What follows belongs to an exercise in optimizing a design on an open flow for small area, a short achievable clock period and few clock cycles; a production flow would make more cautious choices. Only simulation tests tie the RTL to the original design; equivalence was not proved. No activity file was given, so power comes from the tool's default toggle rates.

== wip/tundra ==
// sw
module sw(i0, i1, i2, i3, o0, o1, o2, o3, clk, rst);
  input clk, rst;
  input [9:0] i0, i1, i2, i3;
  output [9:0] o0, o1, o2, o3;
  wire [9:0] in [0:3];
  assign in[0] = i0; assign in[1] = i1; assign in[2] = i2; assign in[3] = i3;
  wire [8:0] f [0:3];      
  wire [3:0] av;           
  wire [3:0] rq [0:3];     
  reg  [3:0] hd;           
  reg  [3:0] str;          
  wire [3:0] pop;
  reg  [3:0] busy;         
  reg  [3:0] own [0:3];    
  reg  [9:0] ob [0:3];     
  wire [3:0] req [0:3];    
  wire [3:0] gnt [0:3];
  wire [3:0] sel [0:3];    
  wire [3:0] gin;          
  genvar i, j;
  generate
    for (i = 0; i < 4; i = i + 1) begin : g_in
      fifo q(.clk(clk), .rst(rst), .din({in[i][9], in[i][7:0]}),
             .dval(in[i][9] | in[i][8]), .pop(pop[i]), .h(f[i]), .hv(av[i]), .req(rq[i]));
      assign gin[i] = gnt[0][i] | gnt[1][i] | gnt[2][i] | gnt[3][i];
      assign pop[i] = (str[i] & av[i]) | gin[i];
    end
    for (j = 0; j < 4; j = j + 1) begin : g_out
      for (i = 0; i < 4; i = i + 1) begin : g_r
        assign req[j][i] = rq[i][j];
        assign sel[j][i] = busy[j] ? (own[j][i] & av[i]) : gnt[j][i];
      end
      arb a(.clk(clk), .rst(rst), .req(req[j]), .busy(busy[j]), .gnt(gnt[j]));
    end
  endgenerate
  function [9:0] pick;
    input [3:0] s;
    input [8:0] f0, f1, f2, f3;
    input [3:0] h;
    begin
      pick = ({10{s[0]}} & {f0[8], ~h[0], f0[7:0]}) |
             ({10{s[1]}} & {f1[8], ~h[1], f1[7:0]}) |
             ({10{s[2]}} & {f2[8], ~h[2], f2[7:0]}) |
             ({10{s[3]}} & {f3[8], ~h[3], f3[7:0]});
    end
  endfunction
  wire [3:0] tl = av & {f[3][8], f[2][8], f[1][8], f[0][8]};
  integer k, n;
  always @(posedge clk) begin
    for (k = 0; k < 4; k = k + 1)
      ob[k] <= pick(sel[k], f[0], f[1], f[2], f[3], str ^ 4'b1111);
    if (rst) begin
      str <= 4'b0000;
      busy <= 4'b0000;
      for (k = 0; k < 4; k = k + 1) begin
  ...
Settings: LEC_CHECK=0, CAP_MARGIN=20, CORE_MARGIN=2, CORE_UTILIZATION=40, CTS_CLUSTER_DIAMETER=100, CTS_CLUSTER_SIZE=30, PLACE_DENSITY=0.6, SETUP_SLACK_MARGIN=3.6, SLEW_MARGIN=20; clock period 6.0 ns.
standard.sh (not shown) runs the stock make flow with config.mk's settings and CLKGATE_MAP_FILE= SYNTH_SCRIPT=/design/flow/synth_recipe.tcl, a recipe that flattens the netlist after the stock synthesis.
==> flow/flow/run.sh <==
#!/bin/bash
# Standard ORFS layout, with plain buffers (buf_4) on the ports instead of the
# delay-cell buffers buffer_ports picks by default.
set -euo pipefail
export BUFFER_PORTS_ARGS="-buffer_cell sky130_fd_sc_hd__buf_4"
bash standard.sh finish > orfs_make.log 2>&1
Testbench counts of wip/tundra, summed over its fixed seeds: cycles 2,639.
The following lists how wip/cedar was set up differently from wip/tundra:
Settings: swapping 30 for 24 in CTS_CLUSTER_SIZE; swapping 100 for 80 in CTS_CLUSTER_DIAMETER.
[summary]
Combinational fraction of design power (higher): wip/tundra. Re shortest period the worst path allows: wip/tundra was higher than wip/cedar. Summary of wip/cedar over wip/tundra: multi-input logic portion of the cell area decreased by 0.33 points relative to the old numbers, setup clock skew after layout saw little to no change. wip/cedar — average wire per standard cell 0.13 um lower, wip/tundra as reference. nor2_1 as the cell type of the slowest stage on the worst timing path was reported by wip/cedar, and nor4_4 by wip/tundra.
Input changes introduced in wip/pepper (baseline for comparison: wip/cedar):
Settings: a change of SETUP_SLACK_MARGIN from 3.6 to 3.8.
## What came out
In summary, wip/pepper completed successfully, with a layout that passed the timing, design-rule and antenna checks.
wip/cedar consumes less power than wip/pepper.
In the flow results for wip/pepper and wip/cedar, the combinational fraction of design power is smaller on wip/cedar.
wip/pepper and wip/cedar ended up with nearly the same power per unit of standard cell area.
Worst supply voltage drop on vdd for wip/pepper: about 8% up relative to wip/cedar
For the first-pass iteration count of the detailed router, wip/pepper came in 4 higher than wip/cedar did.
| wire length | wip/pepper vs wip/cedar | worse |
The core of wip/pepper is more densely filled than that of wip/cedar.
Pin count of the biggest net entering global routing: wip/pepper < wip/cedar
--- input diff wip/pepper..wip/yarrow ---
==> flow/flow/run.sh <==
#!/bin/bash
# Standard ORFS layout, with plain buffers (buf_4) on the ports instead of the
# delay-cell buffers buffer_ports picks by default, and sizing not held to
# the cell footprint.
set -euo pipefail
export BUFFER_PORTS_ARGS="-buffer_cell sky130_fd_sc_hd__buf_4"
bash standard.sh MATCH_CELL_FOOTPRINT=0 finish > orfs_make.log 2>&1
--- outcome ---
Comparing wip/pepper and wip/yarrow, the higher clock power share is on wip/yarrow. Maximum ir drop on the vdd rail in wip/yarrow vs wip/pepper: up about 10%. Via count of the routed design: wip/yarrow vs wip/pepper — no meaningful difference. wip/pepper and wip/yarrow ended up with roughly the same sequential portion of the cell area. Delta (wip/yarrow minus wip/pepper): post-route cell area was more or less identical; global-route usage went up by 0.15 points; clock period minus worst slack was more or less identical. Clock buffer count grows slightly when moving from wip/pepper to wip/yarrow. A critical setup path kind of flop to output port is what wip/yarrow shows, while flop to flop belongs to wip/pepper.

* * *

== v6 ==
Another version of the RTL of sw (not shown whole).
Size: ~82 I/O pins, ~31000 um2 of cells after synthesis.
export LEC_CHECK = 0
export ABC_AREA = 1
export CAP_MARGIN = 20
export CORE_MARGIN = 2
export CORE_UTILIZATION = 40
export CTS_CLUSTER_DIAMETER = 80
export CTS_CLUSTER_SIZE = 24
export PLACE_DENSITY = 0.6
export SETUP_SLACK_MARGIN = 3.8
export SLEW_MARGIN = 20
create_clock -name core_clock -period 6.0 [get_ports {clk}]
==> flow/flow/run.sh <==
#!/bin/bash
# Standard ORFS layout, with plain buffers (buf_4) on the ports instead of the
# delay-cell buffers buffer_ports picks by default, and sizing not held to
# the cell footprint.
set -euo pipefail
export BUFFER_PORTS_ARGS="-buffer_cell sky130_fd_sc_hd__buf_4"
bash standard.sh MATCH_CELL_FOOTPRINT=0 finish > orfs_make.log 2>&1
Having completed the whole flow, v6 delivered a layout that passed the timing, design-rule and antenna checks.
Testbench counts of v6, summed over its fixed seeds: cycles 2,639.
Input-level comparison between v7 and v6:
Settings: changing CORE_UTILIZATION from 40 to 55; changing PLACE_DENSITY from 0.6 to 0.75.
[summary]
Summary: setup slack, v7 better than v6. v7 vs v6 on via-per-instance ratio: v7 is the higher one. Taking v6 as the reference, in v7 met2 usage in global routing shows an increase of 9.7 points, overall fraction of global-route tracks in use shows an increase of 6.3 points.

==> what the ideal ports hide <==
The flow's constraints put no driver on any port. The routed layouts listed below were extracted and timed again, unchanged, in two steps. Step 1 sets driving cells, clkbuf_16 on the clock port and buf_2 on the other inputs (assumed; they add their load-dependent delay and slew). Step 2 also shifts input and output timing later by t, the mid clock arrival at the registers, as if the neighbouring blocks saw the same clock. Slacks: ideal / step 1 / step 2; pairs: ideal / step 1.
run	t, ns	setup slack, ns	hold slack, ns	worst setup path after step 2
wip/tundra	0.676	3.668 / 3.634 / 3.064	0.469 / 0.469 / 0.469	input to register
wip/cedar	0.637	3.674 / 3.673 / 3.036	0.464 / 0.464 / 0.464	input to register
wip/pepper	0.655	3.744 / 3.688 / 3.213	0.470 / 0.470 / 0.470	input to register
wip/yarrow	0.663	3.744 / 3.678 / 3.157	0.466 / 0.466 / 0.466	input to register
v6	0.645	3.715 / 3.657 / 3.281	0.471 / 0.471 / 0.471	input to register
v7	0.647	3.758 / 3.702 / 3.319	0.473 / 0.473 / 0.473	input to register
After both steps setup and hold are still met in every run listed. The setup slack of wip/cedar, which loses most, moves by -0.001 ns with the drivers and by -0.638 ns with both steps.
